This is an optimization exercise on Yosys and OpenROAD, whose aim is small area and few clock cycles, not a production implementation. The RTL was checked by simulation tests, not by an equivalence proof against the original design. Power and IR drop assume default switching activity.

Design async_mmap, start of the top module:
module async_mmap #(
  parameter RdLenWidth = 5,   
  parameter LenWidth  = 4,    
  parameter QueueLog  = 2,    
  parameter RdDepthLog = 0,   
  parameter RdSplitLog = 10,  
  parameter WrSplitLog = 4    
) (
  input wire clk,
  input wire rst,  
  input wire [63:0] offset,
  output wire        m_axi_AWVALID,
  input  wire        m_axi_AWREADY,
  output wire [31:0] m_axi_AWADDR,
  output wire [0:0]  m_axi_AWID,
  output wire [7:0]  m_axi_AWLEN,
  output wire [2:0]  m_axi_AWSIZE,
  output wire [1:0]  m_axi_AWBURST,
  output wire [0:0]  m_axi_AWLOCK,
  output wire [3:0]  m_axi_AWCACHE,
  output wire [2:0]  m_axi_AWPROT,
  output wire [3:0]  m_axi_AWQOS,
  output wire        m_axi_WVALID,
  input  wire        m_axi_WREADY,
  output wire [31:0] m_axi_WDATA,
  output wire [3:0]  m_axi_WSTRB,
  output wire        m_axi_WLAST,
  input  wire       m_axi_BVALID,
  output wire       m_axi_BREADY,
  input  wire [1:0] m_axi_BRESP,
  input  wire [0:0] m_axi_BID,
  output wire        m_axi_ARVALID,
  input  wire        m_axi_ARREADY,
  output wire [31:0] m_axi_ARADDR,
  output wire [0:0]  m_axi_ARID,
  output wire [7:0]  m_axi_ARLEN,
  output wire [2:0]  m_axi_ARSIZE,
  output wire [1:0]  m_axi_ARBURST,
  output wire [0:0]  m_axi_ARLOCK,
  output wire [3:0]  m_axi_ARCACHE,
  output wire [2:0]  m_axi_ARPROT,
  output wire [3:0]  m_axi_ARQOS,
  input  wire        m_axi_RVALID,
  output wire        m_axi_RREADY,
  input  wire [31:0] m_axi_RDATA,
  input  wire        m_axi_RLAST,
  input  wire [0:0]  m_axi_RID,
  input  wire [1:0]  m_axi_RRESP,
  input  wire [31:0] read_addr_din,
  input  wire        read_addr_write,
  output wire        read_addr_full_n,
  output wire [31:0] read_data_dout,
  input  wire        read_data_read,
  output wire        read_data_empty_n,
  input  wire [31:0] write_addr_din,
  input  wire        write_addr_write,
  output wire        write_addr_full_n,
  input  wire [31:0] write_data_din,
  input  wire        write_data_write,
  output wire        write_data_full_n,
  output wire [7:0] write_resp_dout,
  input  wire       write_resp_read,
  output wire       write_resp_empty_n
);
Size: roughly 710 cells after synthesis, ~210 flip-flops, ~11000 um^2 of cells after synthesis.
clock: 8.0 ns
lec_check: 0
cap_margin: 20
core_margin: 2
core_utilization: 50
cts_buf_list: sky130_fd_sc_hd__clkbuf_4
place_density: 0.6
slew_margin: 20
standard.sh (not shown) runs the stock make flow with config.mk's settings and CLKGATE_MAP_FILE= SYNTH_SCRIPT=/design/flow/synth_recipe.tcl, a recipe that flattens the netlist after the stock synthesis.
==> flow/flow/run.sh <==
#!/bin/bash
# The standard layout (standard.sh), except that the buffer placed on each
# input and output port is a buf_1 cell rather than the larger delay buffer
# that buffer_ports picks by default. make's full output goes to make.log.
set -euo pipefail
export BUFFER_PORTS_ARGS="-buffer_cell sky130_fd_sc_hd__buf_1"
bash standard.sh finish > make.log 2>&1
The starting point went through all stages and came out clean.
Testbench counts at the start, summed over its fixed seeds: cycles 7,842.
Edit:
==> flow/run.sh (new file) <==
#!/bin/bash
# synth_recipe.tcl (not shown) runs the flow's synth.tcl, then flattens the netlist and writes it again
# the make line also repeats each setting of config.mk as NAME=value (left out here)
make -C /OpenROAD-flow-scripts/flow DESIGN_CONFIG=/design/flow/config.mk WORK_HOME=/design/flow/orfs CLKGATE_MAP_FILE= SYNTH_SCRIPT=/design/flow/synth_recipe.tcl finish
removed: flow/flow/run.sh
removed: flow/standard.sh
Final area increases by roughly a tenth.
Routed wire length increases by a few percent.
Via count increases slightly.
Sequential power stays flat.
Total power increases by a few percent.
Synthesized cell count is unchanged.
Clock power decreases slightly.
Edit:
==> flow/flow/run.sh (new file) <==
#!/bin/bash
# The standard layout (standard.sh), except that the buffer placed on each
# input and output port is a buf_1 cell rather than the larger delay buffer
# that buffer_ports picks by default. make's full output goes to make.log.
set -euo pipefail
export BUFFER_PORTS_ARGS="-buffer_cell sky130_fd_sc_hd__buf_1"
bash standard.sh finish > make.log 2>&1
==> flow/standard.sh (new file) <==
#!/bin/bash
# synth_recipe.tcl (not shown) runs the flow's synth.tcl, then flattens the netlist and writes it again
# the make line also repeats each setting of config.mk as NAME=value (left out here)
make -C /OpenROAD-flow-scripts/flow DESIGN_CONFIG=/design/flow/config.mk WORK_HOME=/design/flow/orfs CLKGATE_MAP_FILE= SYNTH_SCRIPT=/design/flow/synth_recipe.tcl "${@:-finish}"
- CORE_UTILIZATION: 50 -> 65
- CTS_BUF_LIST: sky130_fd_sc_hd__clkbuf_4 -> sky130_fd_sc_hd__clkbuf_8
- CTS_CLUSTER_DIAMETER: default -> 50
- CTS_CLUSTER_SIZE: default -> 18
- PLACE_DENSITY: 0.6 -> 0.72
removed: flow/run.sh
=> Clock power goes down by 20%; worst setup slack gets better by 0.16 ns; critical path depth is unchanged; combinational power goes down by 21%.

========
The RTL this note starts from:
==> flow/design.v <==
`default_nettype none
module async_mmap #(
  parameter RdLenWidth = 5,   
  parameter LenWidth  = 4,    
  parameter QueueLog  = 2,    
  parameter RdDepthLog = 0,   
  parameter RdSplitLog = 10,  
  parameter WrSplitLog = 5    
) (
  input wire clk,
  input wire rst,  
  input wire [63:0] offset,
  output wire        m_axi_AWVALID,
  input  wire        m_axi_AWREADY,
  output wire [31:0] m_axi_AWADDR,
  output wire [0:0]  m_axi_AWID,
  output wire [7:0]  m_axi_AWLEN,
  output wire [2:0]  m_axi_AWSIZE,
  output wire [1:0]  m_axi_AWBURST,
  output wire [0:0]  m_axi_AWLOCK,
  output wire [3:0]  m_axi_AWCACHE,
  output wire [2:0]  m_axi_AWPROT,
  output wire [3:0]  m_axi_AWQOS,
  output wire        m_axi_WVALID,
  input  wire        m_axi_WREADY,
  output wire [31:0] m_axi_WDATA,
  output wire [3:0]  m_axi_WSTRB,
  output wire        m_axi_WLAST,
  input  wire       m_axi_BVALID,
  output wire       m_axi_BREADY,
  input  wire [1:0] m_axi_BRESP,
  input  wire [0:0] m_axi_BID,
  output wire        m_axi_ARVALID,
  input  wire        m_axi_ARREADY,
  output wire [31:0] m_axi_ARADDR,
  output wire [0:0]  m_axi_ARID,
  output wire [7:0]  m_axi_ARLEN,
  output wire [2:0]  m_axi_ARSIZE,
  output wire [1:0]  m_axi_ARBURST,
  output wire [0:0]  m_axi_ARLOCK,
  output wire [3:0]  m_axi_ARCACHE,
  output wire [2:0]  m_axi_ARPROT,
  output wire [3:0]  m_axi_ARQOS,
  input  wire        m_axi_RVALID,
  output wire        m_axi_RREADY,
  input  wire [31:0] m_axi_RDATA,
  input  wire        m_axi_RLAST,
  input  wire [0:0]  m_axi_RID,
  input  wire [1:0]  m_axi_RRESP,
  input  wire [31:0] read_addr_din,
  input  wire        read_addr_write,
  output wire        read_addr_full_n,
  output wire [31:0] read_data_dout,
  input  wire        read_data_read,
  output wire        read_data_empty_n,
  input  wire [31:0] write_addr_din,
  input  wire        write_addr_write,
  output wire        write_addr_full_n,
  input  wire [31:0] write_data_din,
  input  wire        write_data_write,
  output wire        write_data_full_n,
  output wire [7:0] write_resp_dout,
  input  wire       write_resp_read,
  output wire       write_resp_empty_n
);
  localparam QD = 1 << QueueLog;
  wire ar_free;
  wire [29:0] ar_word;
  wire [RdLenWidth-1:0] ar_len;
  wire ar_valid;
  burst_former #(.LenWidth(RdLenWidth), .SplitLog(RdSplitLog)) read_burst (
    .clk(clk), .rst(rst), .base(offset[31:2]),
    .din(read_addr_din[29:0]), .write(read_addr_write), .full_n(read_addr_full_n),
    .room(1'b1), .emit(), .emit_len(),
    .valid(ar_valid), .ready(m_axi_ARREADY), .word(ar_word), .len(ar_len)
  );
  assign m_axi_ARVALID = ar_valid;
  assign m_axi_ARADDR  = {ar_word, offset[1:0]};
  assign m_axi_ARID    = 1'b0;
  assign m_axi_ARLEN   = {{(8-RdLenWidth){1'b0}}, ar_len};
  assign m_axi_ARSIZE  = 3'd2;
  assign m_axi_ARBURST = 2'd1;
  assign m_axi_ARLOCK  = 1'b0;
  assign m_axi_ARCACHE = 4'b0011;
  assign m_axi_ARPROT  = 3'd0;
  assign m_axi_ARQOS   = 4'd0;
  generate
    if (RdDepthLog == 0) begin : rd_pass
      assign read_data_dout    = m_axi_RDATA;
      assign read_data_empty_n = m_axi_RVALID;
      assign m_axi_RREADY      = read_data_read;
    end else begin : rd_fifo
      localparam RD = 1 << RdDepthLog;
      reg [31:0] mem [0:RD-1];
      reg [RdDepthLog:0] wp, rp;
      wire [RdDepthLog:0] used = wp - rp;
      wire full  = used[RdDepthLog];
      wire push  = m_axi_RVALID && !full;
      wire pop   = read_data_read && (wp != rp);
      always @(posedge clk) begin
        if (rst) begin
          wp <= 0;
          rp <= 0;
        end else begin
          if (push) wp <= wp + 1'b1;
          if (pop)  rp <= rp + 1'b1;
        end
        if (push) mem[wp[RdDepthLog-1:0]] <= m_axi_RDATA;
      end
      assign m_axi_RREADY      = !full;
      assign read_data_empty_n = wp != rp;
      assign read_data_dout    = mem[rp[RdDepthLog-1:0]];
    end
  endgenerate
  reg  [LenWidth-1:0] q_len [0:QD-1];    
  reg  [QueueLog:0]   q_tail, q_w, q_b;   
  wire [QueueLog:0] q_used = q_tail - q_b;
  wire q_room = !q_used[QueueLog];
  wire aw_emit;
  wire [29:0] aw_word;
  wire [LenWidth-1:0] aw_len;
  wire aw_valid;
  wire [LenWidth-1:0] aw_len_next;
  burst_former #(.LenWidth(LenWidth), .SplitLog(WrSplitLog)) write_burst (
    .clk(clk), .rst(rst), .base(offset[31:2]),
    .din(write_addr_din[29:0]), .write(write_addr_write), .full_n(write_addr_full_n),
    .room(q_room), .emit(aw_emit), .emit_len(aw_len_next),
    .valid(aw_valid), .ready(m_axi_AWREADY), .word(aw_word), .len(aw_len)
  );
  assign m_axi_AWVALID = aw_valid;
  assign m_axi_AWADDR  = {aw_word, offset[1:0]};
  assign m_axi_AWID    = 1'b0;
  assign m_axi_AWLEN   = {{(8-LenWidth){1'b0}}, aw_len};
  assign m_axi_AWSIZE  = 3'd2;
  assign m_axi_AWBURST = 2'd1;
  assign m_axi_AWLOCK  = 1'b0;
  assign m_axi_AWCACHE = 4'b0011;
  assign m_axi_AWPROT  = 3'd0;
  assign m_axi_AWQOS   = 4'd0;
  reg        wd_valid;
  reg [31:0] wd_data;
  reg [LenWidth-1:0] w_beat;
  reg        b_done;    
  wire w_known = q_w != q_tail;
  wire w_last  = w_beat == q_len[q_w[QueueLog-1:0]];
  wire w_hs    = wd_valid && w_known && m_axi_WREADY;
  wire d_push  = write_data_write;
  wire b_hs    = m_axi_BVALID && !b_done;
  wire r_pop   = write_resp_read && b_done;
  assign write_data_full_n = !wd_valid || w_hs;
  assign m_axi_WVALID = wd_valid && w_known;
  assign m_axi_WDATA  = wd_data;
  assign m_axi_WSTRB  = 4'b1111;
  assign m_axi_WLAST  = w_last;
  assign m_axi_BREADY = !b_done;
  assign write_resp_empty_n = b_done;
  assign write_resp_dout = {{(8-LenWidth){1'b0}}, q_len[q_b[QueueLog-1:0]]};
  always @(posedge clk) begin
    if (rst) begin
      wd_valid <= 1'b0;
      w_beat   <= {LenWidth{1'b0}};
      q_tail   <= {(QueueLog+1){1'b0}};
      q_w      <= {(QueueLog+1){1'b0}};
      q_b      <= {(QueueLog+1){1'b0}};
      b_done   <= 1'b0;
    end else begin
      if (d_push) wd_valid <= 1'b1;
      else if (w_hs) wd_valid <= 1'b0;
      if (w_hs) begin
        if (w_last) begin
          w_beat <= {LenWidth{1'b0}};
          q_w <= q_w + 1'b1;
        end else begin
          w_beat <= w_beat + 1'b1;
        end
      end
      if (aw_emit) q_tail <= q_tail + 1'b1;
      if (b_hs) b_done <= 1'b1;
      else if (r_pop) b_done <= 1'b0;
      if (r_pop) q_b <= q_b + 1'b1;
    end
    if (d_push) wd_data <= write_data_din;
    if (aw_emit) q_len[q_tail[QueueLog-1:0]] <= aw_len_next;
  end
  wire _unused = &{1'b0, offset[63:32], read_addr_din[31:30], write_addr_din[31:30],
                   m_axi_BRESP, m_axi_BID, m_axi_RLAST, m_axi_RID, m_axi_RRESP, 1'b0};
endmodule   
module burst_former #(
  parameter LenWidth = 5,
  parameter SplitLog = 8     
) (
  input  wire        clk,
  input  wire        rst,
  input  wire [29:0] base,       
  input  wire [29:0] din,        
  input  wire        write,
  output wire        full_n,
  input  wire        room,       
  output wire        emit,       
  output wire [LenWidth-1:0] emit_len,
  output reg                 valid,
  input  wire                ready,
  output reg  [29:0]         word,
  output reg  [LenWidth-1:0] len
);
  reg                run;        
  reg [29:0]         run_addr;   
  reg [LenWidth-1:0] run_len;    
  reg                half;       
  reg                carry;      
  wire slot   = (valid ? ready : !half) && room;
  wire [SplitLog:0] next_lo = run_addr[SplitLog-1:0] + run_len + 1'b1;
  wire extend = run && din[29:SplitLog] == run_addr[29:SplitLog] &&
                next_lo == {1'b0, din[SplitLog-1:0]} && ~&run_len;
  assign full_n = slot;
  assign emit   = run && slot && !(write && extend);
  assign emit_len = run_len;
  wire [14:0] sum_lo, sum_hi;
  wire        carry_lo;
  ripple_add #(.W(15)) add_lo (
    .a(base[14:0]), .b(run_addr[14:0]), .ci(1'b0), .s(sum_lo), .co(carry_lo));
  ripple_add #(.W(15)) add_hi (
    .a(base[29:15]), .b(word[29:15]), .ci(carry), .s(sum_hi), .co());
  always @(posedge clk) begin
    if (rst) begin
      run   <= 1'b0;
      valid <= 1'b0;
      half  <= 1'b0;
    end else begin
      if (write) run <= 1'b1;
      else if (emit) run <= 1'b0;
      half <= emit;
      if (half) valid <= 1'b1;
      else if (ready) valid <= 1'b0;
    end
    if (write) begin
      if (extend) begin
        run_len <= run_len + 1'b1;
      end else begin
        run_addr <= din;
        run_len  <= {LenWidth{1'b0}};
      end
    end
    if (emit) begin
      word  <= {run_addr[29:15], sum_lo};
      carry <= carry_lo;
      len   <= run_len;
    end else if (half) begin
      word[29:15] <= sum_hi;
    end
  end
endmodule   
module ripple_add #(
  parameter W = 8
) (
  input  wire [W-1:0] a,
  input  wire [W-1:0] b,
  input  wire         ci,
  output wire [W-1:0] s,
  output wire         co
);
  wire [W:0] c;
  assign c[0] = ci;
  genvar i;
  generate
    for (i = 0; i < W; i = i + 1) begin : bit_
      wire p = a[i] ^ b[i];
      assign s[i]   = p ^ c[i];
      assign c[i+1] = (a[i] & b[i]) | (p & c[i]);
    end
  endgenerate
  assign co = c[W];
endmodule   
`default_nettype wire
clock: 8.0 ns
lec_check: 0
cap_margin: 20
core_margin: 2
core_utilization: 65
cts_buf_list: sky130_fd_sc_hd__clkbuf_8
cts_cluster_diameter: 50
cts_cluster_size: 18
place_density: 0.72
slew_margin: 20
==> flow/flow/run.sh <==
#!/bin/bash
# The standard layout (standard.sh), except that the buffer placed on each
# input and output port is a buf_1 cell rather than the larger delay buffer
# that buffer_ports picks by default, and constant outputs share their tie
# cells. make's full output goes to make.log.
set -euo pipefail
export BUFFER_PORTS_ARGS="-buffer_cell sky130_fd_sc_hd__buf_1"
export SKIP_REPAIR_TIE_FANOUT=1
bash standard.sh finish > make.log 2>&1
The first run produced a clean layout.
Testbench counts at the start, summed over its fixed seeds: cycles 7,805.
Next try:
==> flow/flow/run.sh (replaced) <==
#!/bin/bash
# The standard layout (standard.sh), except that:
# - the buffer placed on each input and output port is a buf_1 cell rather
#   than the larger delay buffer that buffer_ports picks by default;
# - constant outputs share their tie cells;
# - clock tree synthesis inserts no dummy loads.
# make's full output goes to make.log.
set -euo pipefail
export BUFFER_PORTS_ARGS="-buffer_cell sky130_fd_sc_hd__buf_1"
export SKIP_REPAIR_TIE_FANOUT=1
export CTS_ARGS="-sink_clustering_enable -repair_clock_nets -dont_use_dummy_load -buf_list sky130_fd_sc_hd__clkbuf_8 -sink_clustering_size 18 -sink_clustering_max_diameter 50"
bash standard.sh finish > make.log 2>&1
--- a/flow/config.mk
+++ b/flow/config.mk
@@ -9,7 +9,4 @@
 export CORE_MARGIN = 2
-export CORE_UTILIZATION = 65
-export CTS_BUF_LIST = sky130_fd_sc_hd__clkbuf_8
-export CTS_CLUSTER_DIAMETER = 50
-export CTS_CLUSTER_SIZE = 18
-export PLACE_DENSITY = 0.72
+export CORE_UTILIZATION = 70
+export PLACE_DENSITY = 0.8
 export SLEW_MARGIN = 20
Clock power went down by about 25%.
Total power went down by 6.9%.
Die area went down by 6.9%.
Sequential share of layout area went up by 1.2 points.
Count of clock-buffer cells in the layout went down by 2.
Hold slack is about the same.
Global-route usage went up by 2.2 points.
Area after synthesis does not change.
First-iteration DRC count went up by about 54%.
Routed wire length went up by 0.88%.
Next try:
==> flow/flow/run.sh (replaced) <==
#!/bin/bash
# The standard layout (standard.sh), except that the buffer placed on each
# input and output port is a buf_1 cell rather than the larger delay buffer
# that buffer_ports picks by default, and constant outputs share their tie
# cells. make's full output goes to make.log.
set -euo pipefail
export BUFFER_PORTS_ARGS="-buffer_cell sky130_fd_sc_hd__buf_1"
export SKIP_REPAIR_TIE_FANOUT=1
bash standard.sh finish > make.log 2>&1
--- a/flow/config.mk
+++ b/flow/config.mk
@@ -10,2 +10,5 @@
 export CORE_UTILIZATION = 70
+export CTS_BUF_LIST = sky130_fd_sc_hd__clkbuf_8
+export CTS_CLUSTER_DIAMETER = 50
+export CTS_CLUSTER_SIZE = 18
 export PLACE_DENSITY = 0.8
Result:
- The changed run passed the timing, design-rule and antenna checks
- worst hold slack is about the same
- routed wire length is higher by 1.0%
- global-route usage is higher by 0.25 points
- core utilization is higher by 0.92 points
- setup slack is about the same
- combinational power is about the same
- count of clock-buffer cells in the layout is higher by 1
- sequential power hardly moves

-- what the ideal ports hide --
The flow's constraints put no driver on any port. The routed layouts listed below were extracted and timed again, unchanged, in two steps. Step 1 assumes that a clkbuf_16 drives the clock port and a buf_2 every other input. Step 2 times the ports against the registers' clock, not the clock port: input delays grow and output delays shrink by t, the midpoint of the rising clock arrivals with the driver on. Three values: no drivers, after step 1, after step 2; two values: the first two.
run	t (ns)	setup WS [ns]	hold WS [ns]	cell pins on the clock port's net
the first run of note 1	0.686	0.617 / 0.627 / -0.060	0.492 / 0.492 / 0.492	1
the second run of note 1	0.681	0.175 / 0.194 / -0.487	0.505 / 0.505 / 0.505	1
the third run of note 1	0.560	0.338 / 0.350 / -0.210	0.523 / 0.523 / 0.523	1
the first run of note 2	0.570	0.500 / 0.515 / -0.055	0.511 / 0.511 / 0.511	1
the second run of note 2	0.530	0.478 / 0.492 / -0.038	0.513 / 0.513 / 0.513	1
the third run of note 2	0.558	0.481 / 0.495 / -0.063	0.512 / 0.512 / 0.512	1
With both steps, setup timing fails in every run listed, where it was met with ideal ports. The setup slack of the first run of note 1, which loses most, moves by +0.010 ns with the drivers and by -0.677 ns with both steps.
